From an optimization exercise on the open Yosys and OpenROAD flow, aimed at small area; shortcuts taken in it are not production practice.
Where RTL was checked, it was by simulation tests only, not by an equivalence proof against the original.
The flow treats the clock pin as an ideal source. Dropping or thinning the clock tree relies on that and would not hold on a real chip.
No activity file was given, so power comes from the tool's default toggle rates.

Design DigitalClock, start of the top module:
module DigitalClock(
    input clk,  
    input rst,  
    input btnC, btnU, btnL, btnR, btnD,  
    input [2:0] sw,
    output reg [6:0] seg,
    output reg [3:0] an,
    output reg [0:0] led
    );
    reg [1:0]  cnt_hi;
    reg [12:0] cnt_lo;
    reg [7:0]  d_counter;
    reg [1:0]  current_LED;
    reg [2:0]  Sec_t;   
    reg [3:0]  Sec_u;   
    wire [6:0] Seconds = {Sec_t, Sec_u};
    reg [3:0]  Minutes;
    reg        current_bit;
    reg        Current_Mode;       
    reg [6:0]  Seconds_alarm, Seconds_alarm_reset;
    reg [3:0]  Minutes_alarm, Minutes_alarm_reset;
    reg [3:0]  dig;                
    reg [3:0]  mem0, mem2;   
    reg [2:0]  mem1;         
    reg [1:0]  mem3;         
    reg [3:0]  seg_code;           
    wire lo_zero12 = ~|cnt_lo[11:0];
    wire lo_last = cnt_lo[12] & lo_zero12;                    
    wire [12:0] lo_next = {cnt_lo[11:0], cnt_lo[12] ^ cnt_lo[3] ^ cnt_lo[2] ^ cnt_lo[0] ^ lo_zero12};
    wire full  = lo_last & (&cnt_hi);                         
    wire tick  = Current_Mode & ((|cnt_hi) | lo_last);        
    wire sec_inc = full & (~Current_Mode | sw[0]);
    wire d_wrap = d_counter[1] & d_counter[2] & d_counter[3] & d_counter[4] & d_counter[6];
    wire [7:0] d_next = {d_counter[6:0], ~(d_counter[7] ^ d_counter[3] ^ d_counter[2] ^ d_counter[1])};
    wire [1:0] cl_next = current_LED + {1'b0, d_wrap};
    wire S_pos   = |Seconds;
    wire S_ge60  = Sec_t[2] & Sec_t[1];
    wire [6:0] S_inc = (Sec_u == 4'd9) ? {Sec_t + 3'd1, 4'd0} : {Sec_t, Sec_u + 4'd1};
    wire [6:0] S_dec = (Sec_u == 4'd0) ? {Sec_t - 3'd1, 4'd9} : {Sec_t, Sec_u - 4'd1};
    wire M_gt1   = |Minutes[3:1];
    wire M_eq1   = (Minutes == 4'd1);
    wire M_ge12  = Minutes[3] & Minutes[2];
    reg [6:0] S1;
    reg [3:0] M1;
    always @* begin
        S1 = Seconds;
        M1 = Minutes;
  ...
Settings: LEC_CHECK=0, CAP_MARGIN=20, CORE_MARGIN=2, CORE_UTILIZATION=40, CTS_CLUSTER_DIAMETER=500, CTS_CLUSTER_SIZE=100, SLEW_MARGIN=20; clock period 10.0 ns.
run.sh (not shown) runs the stock make flow with config.mk's settings and CLKGATE_MAP_FILE= SYNTH_SCRIPT=/design/flow/synth_recipe.tcl, a recipe that flattens the netlist after the stock synthesis.
Rerun with:
--- a/flow/config.mk
+++ b/flow/config.mk
@@ -10,2 +10,3 @@
 export CORE_UTILIZATION = 40
+export CTS_BUF_LIST = sky130_fd_sc_hd__clkbuf_8
 export CTS_CLUSTER_DIAMETER = 500
What happened: Synthesized area is unchanged. Wire length is about the same. Worst setup slack gets better by 0.0053 ns. Final cell count is unchanged. Design area decreases slightly. Utilization is lower by 0.88 points. Non-clock buffer count is unchanged. Power decreases by roughly a tenth.
No run of this note included a check of the RTL's function; only the layout flow was run.

## run A
The RTL this note starts from:
==> flow/design.v <==
`timescale 1ns / 1ps
module DigitalClock(
    input clk,  
    input rst,  
    input btnC, btnU, btnL, btnR, btnD,  
    input [2:0] sw,
    output reg [6:0] seg,
    output [3:0] an,
    output reg [0:0] led
    );
    reg [1:0]  cnt_hi;
    reg [12:0] cnt_lo;
    reg [7:0]  d_counter;
    reg [1:0]  current_LED;
    reg [2:0]  Sec_t;   
    reg [3:0]  Sec_u;   
    wire [6:0] Seconds = {Sec_t, Sec_u};
    reg [3:0]  Minutes;
    reg        current_bit;
    reg        Current_Mode;       
    reg [6:0]  Seconds_alarm, Seconds_alarm_reset;
    reg [3:0]  Minutes_alarm, Minutes_alarm_reset;
    reg [3:0]  dig;                
    reg [3:0]  mem0, mem2;   
    reg [2:0]  mem1;         
    reg [1:0]  mem3;         
    reg [3:0]  seg_code;           
    reg        fresh;              
    wire lo_zero12 = ~|cnt_lo[11:0];
    wire lo_last = cnt_lo[12] & lo_zero12;                    
    wire [12:0] lo_next = {cnt_lo[11:0], cnt_lo[12] ^ cnt_lo[3] ^ cnt_lo[2] ^ cnt_lo[0] ^ lo_zero12};
    wire full  = lo_last & (&cnt_hi);                         
    wire tick  = Current_Mode & ((|cnt_hi) | lo_last);        
    wire sec_inc = full & (~Current_Mode | sw[0]);
    wire d_z = ~(d_counter[0] | d_counter[3] | d_counter[4] | d_counter[7]);
    wire d_wrap  = d_z & d_counter[5];     
    wire d_start = d_z & ~d_counter[1];    
    wire [7:0] d_next = {d_counter[6:0], ~(d_counter[7] ^ d_counter[6] ^ d_counter[5] ^ d_counter[0])};
    wire [1:0] cl_next = current_LED + {1'b0, d_wrap};
    wire S_zero  = ~|Seconds;
    wire S_ge60  = Sec_t[2] & Sec_t[1];
    wire M_zero  = ~|Minutes;
    wire M_ge12  = Minutes[3] & Minutes[2];
    wire u9 = Sec_u[3] & Sec_u[0];
    wire u0 = ~|Sec_u;
    wire [6:0] S_inc = u9 ? {Sec_t + 3'd1, 4'd0} : {Sec_t, Sec_u + 4'd1};
    wire [6:0] S_dec = u0 ? {(Sec_t == 3'd0) ? 3'd5 : Sec_t - 3'd1, 4'd9} : {Sec_t, Sec_u - 4'd1};
    wire [3:0] M_inc = Minutes + 4'd1;
    wire [3:0] M_dec = (Minutes == 4'd1) ? 4'd12 : Minutes - 4'd1;
    wire restore = tick & sw[2];
    wire bt   = tick & ~sw[2];                    
    wire dS   = btnD & ~(S_zero & M_zero);        
    wire zS   = rst | S_ge60;
    wire sInc = ~zS & (sec_inc | (bt & ~current_bit & btnU & ~dS));
    wire sSr  = ~zS & ~sec_inc & restore;
    wire sDec = ~zS & ~sec_inc & bt & ~current_bit & dS;
    wire s59  = ~zS & ~sec_inc & ~Current_Mode & btnC;
    wire sHold = ~(zS | sInc | sSr | sDec | s59);
    wire [6:0] S1 = ({7{sInc}} & S_inc) | ({7{sSr}} & Seconds_alarm_reset) | ({7{sDec}} & S_dec)
                  | ({7{s59}} & 7'h59) | ({7{sHold}} & Seconds);
    wire zM   = rst | M_ge12;
    wire dM   = btnD & ~M_zero & (current_bit | S_zero);
    wire mInc = ~zM & (S_ge60 | (bt & current_bit & btnU & ~btnD) | (bt & current_bit & btnU & M_zero));
    wire mMr  = ~zM & ~S_ge60 & restore;
    wire mDec = ~zM & ~S_ge60 & bt & dM;
    wire mHold = ~(zM | mInc | mMr | mDec);
    wire [3:0] M1 = ({4{mInc}} & M_inc) | ({4{mMr}} & Minutes_alarm_reset) | ({4{mDec}} & M_dec)
                  | ({4{mHold}} & Minutes);
    wire M_ge10 = Minutes[3] & (Minutes[2] | Minutes[1]);
    reg [3:0] dig_next;
    always @* begin
        case (cl_next)
            2'd0: dig_next = Sec_u;
            2'd1: dig_next = {1'b0, Sec_t};
            2'd2: dig_next = M_zero ? 4'd2 : M_ge10 ? {2'b00, Minutes[2], Minutes[0]} : Minutes;
            default: dig_next = {3'b000, M_zero | M_ge10};
        endcase
    end
    reg [3:0] mem_cur;
    always @* begin
        case (current_LED)
            2'd0: mem_cur = mem0;
            2'd1: mem_cur = (&mem1) ? 4'd8 : {1'b0, mem1};
            2'd2: mem_cur = mem2;
            default: mem_cur = {mem3[1], 2'b00, mem3[0]};
        endcase
    end
    wire [1:0] shown = current_LED - {1'b0, d_start};
    assign an = fresh ? 4'b0000 : ~(4'b0001 << shown);
    wire [3:0] c = seg_code;
    always @* begin
        seg[0] = (~c[0] & ~c[1] & c[2]) | (c[0] & ~c[1] & ~c[2] & ~c[3]);
        seg[1] = c[2] & (c[0] ^ c[1]);
        seg[2] = ~c[0] & c[1] & ~c[2];
        seg[3] = (c[0] & ~c[1] & ~c[2]) | (~c[0] & ~c[1] & c[2]) | (c[0] & c[1] & c[2]);
        seg[4] = c[0] | (~c[1] & c[2]);
        seg[5] = (c[0] & c[1]) | (c[1] & ~c[2]) | (c[0] & ~c[2] & ~c[3]);
        seg[6] = (c[0] & c[1] & c[2]) | (~c[1] & ~c[2] & ~c[3]);
    end
    always @(posedge clk) begin
        {Sec_t, Sec_u} <= S1;    
        fresh <= rst;
        Minutes <= M1;
        if (rst) begin
            cnt_hi <= 0;
            cnt_lo <= 0;
            d_counter <= 8'h00;
            current_LED <= 0;
            current_bit <= 0;
            Current_Mode <= 1'b1;
            Seconds_alarm <= 0;
            Minutes_alarm <= 12;
            Seconds_alarm_reset <= 0;
            Minutes_alarm_reset <= 12;
            dig <= 0;
            mem0 <= 8; mem1 <= 7; mem2 <= 8; mem3 <= 2;
            seg_code <= 8;
            led <= 0;
        end else begin
            if (tick & ~sw[0]) begin
                cnt_hi <= 0;
                cnt_lo <= 0;
            end else begin
                cnt_hi <= cnt_hi + {1'b0, lo_last};
                cnt_lo <= lo_next;
            end
            d_counter <= d_wrap ? 8'h00 : d_next;
            current_LED <= cl_next;
            Current_Mode <= Current_Mode ^ btnC;
            if (!Current_Mode && btnC) current_bit <= 0;
            else if (tick && (btnL || btnR)) current_bit <= ~current_bit;
            if (Current_Mode && btnC) begin
                Seconds_alarm_reset <= Seconds;
                Minutes_alarm_reset <= Minutes;
            end
            if (tick && sw[1]) begin
                Seconds_alarm <= Seconds;
                Minutes_alarm <= Minutes;
            end
            if (tick && sw[0])
                led <= (Minutes_alarm == Minutes) && (Seconds_alarm == Seconds);
            dig <= dig_next;
            case (current_LED)
                2'd0: mem0 <= dig;
                2'd1: mem1 <= dig[2:0] | {3{dig[3]}};
                2'd2: mem2 <= dig;
                default: mem3 <= {dig[3], dig[0]};
            endcase
            seg_code <= mem_cur;
        end
    end
endmodule
export LEC_CHECK = 0
export CAP_MARGIN = 0
export CORE_MARGIN = 2
export CORE_UTILIZATION = 40
export SLEW_MARGIN = 0
create_clock -name core_clock -period 10.0 [get_ports {clk}]
standard.sh (not shown) runs the stock make flow with config.mk's settings and CLKGATE_MAP_FILE= SYNTH_SCRIPT=/design/flow/synth_recipe.tcl, a recipe that flattens the netlist after the stock synthesis.
==> flow/flow/run.sh <==
#!/bin/bash
# Own layout flow: the standard ORFS flow with a smaller clock tree (small leaf
# buffers, no dummy loads) and the smallest buffer cell on the ports.
set -euo pipefail
export BUFFER_PORTS_ARGS="-buffer_cell sky130_fd_sc_hd__buf_1"
export CTS_ARGS="-sink_clustering_enable -repair_clock_nets -sink_clustering_size 100 -sink_clustering_max_diameter 1000 -root_buf sky130_fd_sc_hd__clkbuf_8 -buf_list sky130_fd_sc_hd__clkbuf_2 -dont_use_dummy_load"
bash standard.sh finish > standard.log 2>&1
### run A -> run B
- SLEW_MARGIN: 0 -> 20
- CAP_MARGIN: 0 -> 20
Results
- On combinational power, run A tracks run B almost exactly.
- In terms of final wirelength, run A and run B differ only marginally.
- Sequential portion of the cell area came out exactly the same in run B and run A.
- Re worst slew margin relative to its limit: no difference whatsoever between run B and run A.

## amber
DigitalClock, a different RTL version from the one above (not shown whole).
Size in the first run: roughly 80 flip-flops, roughly 22 I/O pins.
==> flow/config.mk <==
export PLATFORM = sky130hd
export DESIGN_NAME = DigitalClock
export DESIGN_NICKNAME = DigitalClock
export VERILOG_FILES = /design/flow/design.v
export SDC_FILE = /design/flow/constraint.sdc
export NUM_CORES = 4
export LEC_CHECK = 0
export CAP_MARGIN = 20
export CORE_MARGIN = 2
export CORE_UTILIZATION = 40
export SLEW_MARGIN = 20
==> flow/constraint.sdc <==
create_clock -name core_clock -period 10.0 [get_ports {clk}]
set_input_delay 2.0000 -clock core_clock [delete_from_list [all_inputs] [get_ports {clk}]]
set_output_delay 2.0000 -clock core_clock [all_outputs]
set_load 0.01 [all_outputs]
==> flow/flow/run.sh <==
#!/bin/bash
# Own layout flow: the standard ORFS flow (standard.sh) with these changes:
#  - synthesis maps the logic with an area-oriented ABC script and without
#    extracting half/full adder cells (registers are mapped exactly as before);
#  - the smallest buffer cell on the ports;
#  - a one-level clock tree (flow/cts.tcl) in place of TritonCTS: four buf_12
#    buffers, each at the centre of a quarter of the flip-flops, driven by the
#    clock port.
set -euo pipefail
here=$(pwd)
export BUFFER_PORTS_ARGS="-buffer_cell sky130_fd_sc_hd__buf_1"
export ADDER_MAP_FILE=
export AREA_ABC_SCRIPT=$here/flow/area.abc
export FLOW_SYNTH_TCL=$here/synth_recipe.tcl
sed -e "s#SYNTH_SCRIPT=[^ ]*#SYNTH_SCRIPT=$here/flow/synth_area.tcl#" standard.sh > synth_area.sh
bash synth_area.sh synth > synth.log 2>&1
bash standard.sh place > place.log 2>&1
RESULTS_DIR=$here/orfs/results/sky130hd/DigitalClock/base CLK_K=4 CLK_LEAF=sky130_fd_sc_hd__buf_8 CLK_ROOT= CLK_SLEW_NS=0.110 \
  CLK_SIZES="sky130_fd_sc_hd__buf_8 sky130_fd_sc_hd__buf_12 sky130_fd_sc_hd__buf_16" \
  openroad -no_init -exit flow/cts.tcl > cts.log 2>&1
bash standard.sh finish > standard.log 2>&1
==> flow/flow/area.abc <==
strash
&get -n
&deepsyn -J 300 -T 300 -S 0
&put
dch -f
amap
strash
dch -f
amap
topo
Other scripts of this flow, unchanged in this note and not shown: flow/flow/cts.tcl, flow/flow/synth_area.tcl
Every stage of the flow completed for amber, and the final layout passed the timing, DRC and antenna checks.
Modified inputs, willow compared to amber
diff --git a/flow/flow/run.sh b/flow/flow/run.sh
--- a/flow/flow/run.sh
+++ b/flow/flow/run.sh
@@ -1,10 +1,8 @@
 #!/bin/bash
 # Own layout flow: the standard ORFS flow (standard.sh) with these changes:
-#  - synthesis maps the logic with an area-oriented ABC script and without
-#    extracting half/full adder cells (registers are mapped exactly as before);
-#  - the smallest buffer cell on the ports;
-#  - a one-level clock tree (flow/cts.tcl) in place of TritonCTS: four buf_12
-#    buffers, each at the centre of a quarter of the flip-flops, driven by the
-#    clock port.
+#  - synthesis (flow/synth_area.tcl) is synth_recipe.tcl with ABC's mapping of the
+#    combinational logic done by an area-oriented script (flow/area.abc) and
+#    without extracting half/full adder cells; registers are mapped as before;
+#  - the smallest buffer cell (buf_1) on the ports;
 set -euo pipefail
 here=$(pwd)
Notes after the runs:
willow finished every stage and its layout cleared the timing, DRC and antenna checks. From amber to willow, floorplan core area did not move at all. As far as routed wire length goes, amber and willow are indistinguishable; the numbers are identical. The layout overhead on the synthesized area on amber is in line with that on willow. Sum of negative setup slack: willow vs amber identical. Taking amber as the reference, in willow routed via count held, worst setup slack held, design area held. From willow to amber, power density over cell area did not move at all. As far as last weighted congestion value of the routability-driven placer goes, willow and amber are indistinguishable; the numbers are identical. Power share of the clock group of amber is on par with willow. amber -> willow: hold slack delta 0, exact match.
Input-level comparison between yarrow and willow:
==> flow/flow/area.abc <==
strash
&get -n
&deepsyn -J 1000 -T 900
&put
dch -f
amap
strash
dch -f
amap
strash
dch -f
amap
topo
Results
- The total power draw of yarrow and that of willow are within noise of each other.
- [yarrow] critical-path maximum fanout rose 1 relative to willow
- yarrow reached the end of the flow, and the finished layout is clean on the timing, DRC and antenna checks.
- Between yarrow and willow, it is yarrow whose share of power burned in the clock network is lower, by 0.3 points.
- On yarrow: global routing usage on met3 is 0.39 points lower than what willow gave.
- Compared to willow, yarrow has wire length of the first global-routing pass 230 um lower.
- Sequential area share after synthesis: willow vs yarrow, no meaningful difference
- The critical path startpoint comes out sw[2] in one run and sw[0] in the other, namely in willow and yarrow respectively.
- Part of the total power dissipated in sequential elements of willow is on par with yarrow.
- Diff willow..yarrow | area taken by flip-flops and latches | unchanged
Here is what was changed in the inputs of ember compared with yarrow.
Settings: SLEW_MARGIN changed from 20 to 0; CAP_MARGIN changed from 20 to 0.
==> flow/flow/area.abc <==
strash
&get -n
&deepsyn -J 300 -T 300 -S 0
&put
dch -f
amap
strash
dch -f
amap
topo
[summary]
The flow did not stop early for ember: all stages ran, and the layout cleared the timing, DRC and antenna checks.
ember: global-route wire length before repair is 1.8% higher than what yarrow reported.
ember vs. yarrow: cell area after placement went up; power share of the clock group went up; share of the yosys chip area belonging to registers did not really move; post-route non-filler standard cell count did not really move; shortest clock period the worst path allows after layout went up.
Reported for yarrow and ember, post-route antenna net violation count turned out identical to the last digit.
No run of this note takes its clock network from TritonCTS; it comes from the design's own scripts or RTL.

[separate check: timing with driven ports]
The results above use ideal ports. As a check the final layouts listed here were re-extracted and re-timed, cells and wires unchanged.
Step 1, drivers: a clkbuf_16 drives clk and a buf_2 each remaining input, both assumed.
Step 2, shift: input delay + t, output delay - t, t = (earliest + latest rising clock arrival at the registers) / 2. This alone moves slack from input paths to output paths.
Slacks: ideal ports / drivers / drivers and shift; pairs: ideal ports / drivers.
run	shift t [ns]	slack for setup (ns)	hold WS [ns]	slew at the worst register clock pin (ns)
the first run of note 1	0.371	5.922 / 5.939 / 5.568	0.434 / 0.434 / 0.434	0.07 / 0.07
the second run of note 1	0.386	5.927 / 5.939 / 5.554	0.439 / 0.439 / 0.439	0.09 / 0.09
run A	0.372	5.950 / 5.956 / 5.584	0.426 / 0.426 / 0.426	0.08 / 0.08
run B	0.372	5.950 / 5.956 / 5.584	0.426 / 0.426 / 0.426	0.08 / 0.08
amber	0.202	5.765 / 5.827 / 5.625	0.421 / 0.421 / 0.421	0.09 / 0.09
willow	0.202	5.765 / 5.827 / 5.625	0.421 / 0.421 / 0.421	0.09 / 0.09
yarrow	0.204	6.129 / 6.189 / 5.986	0.425 / 0.425 / 0.425	0.09 / 0.09
ember	0.202	5.765 / 5.827 / 5.625	0.421 / 0.421 / 0.421	0.09 / 0.09
After both steps every run listed still meets setup and hold. The setup slack of the second run of note 1, which loses most, moves by +0.012 ns with the drivers and by -0.373 ns with both steps.
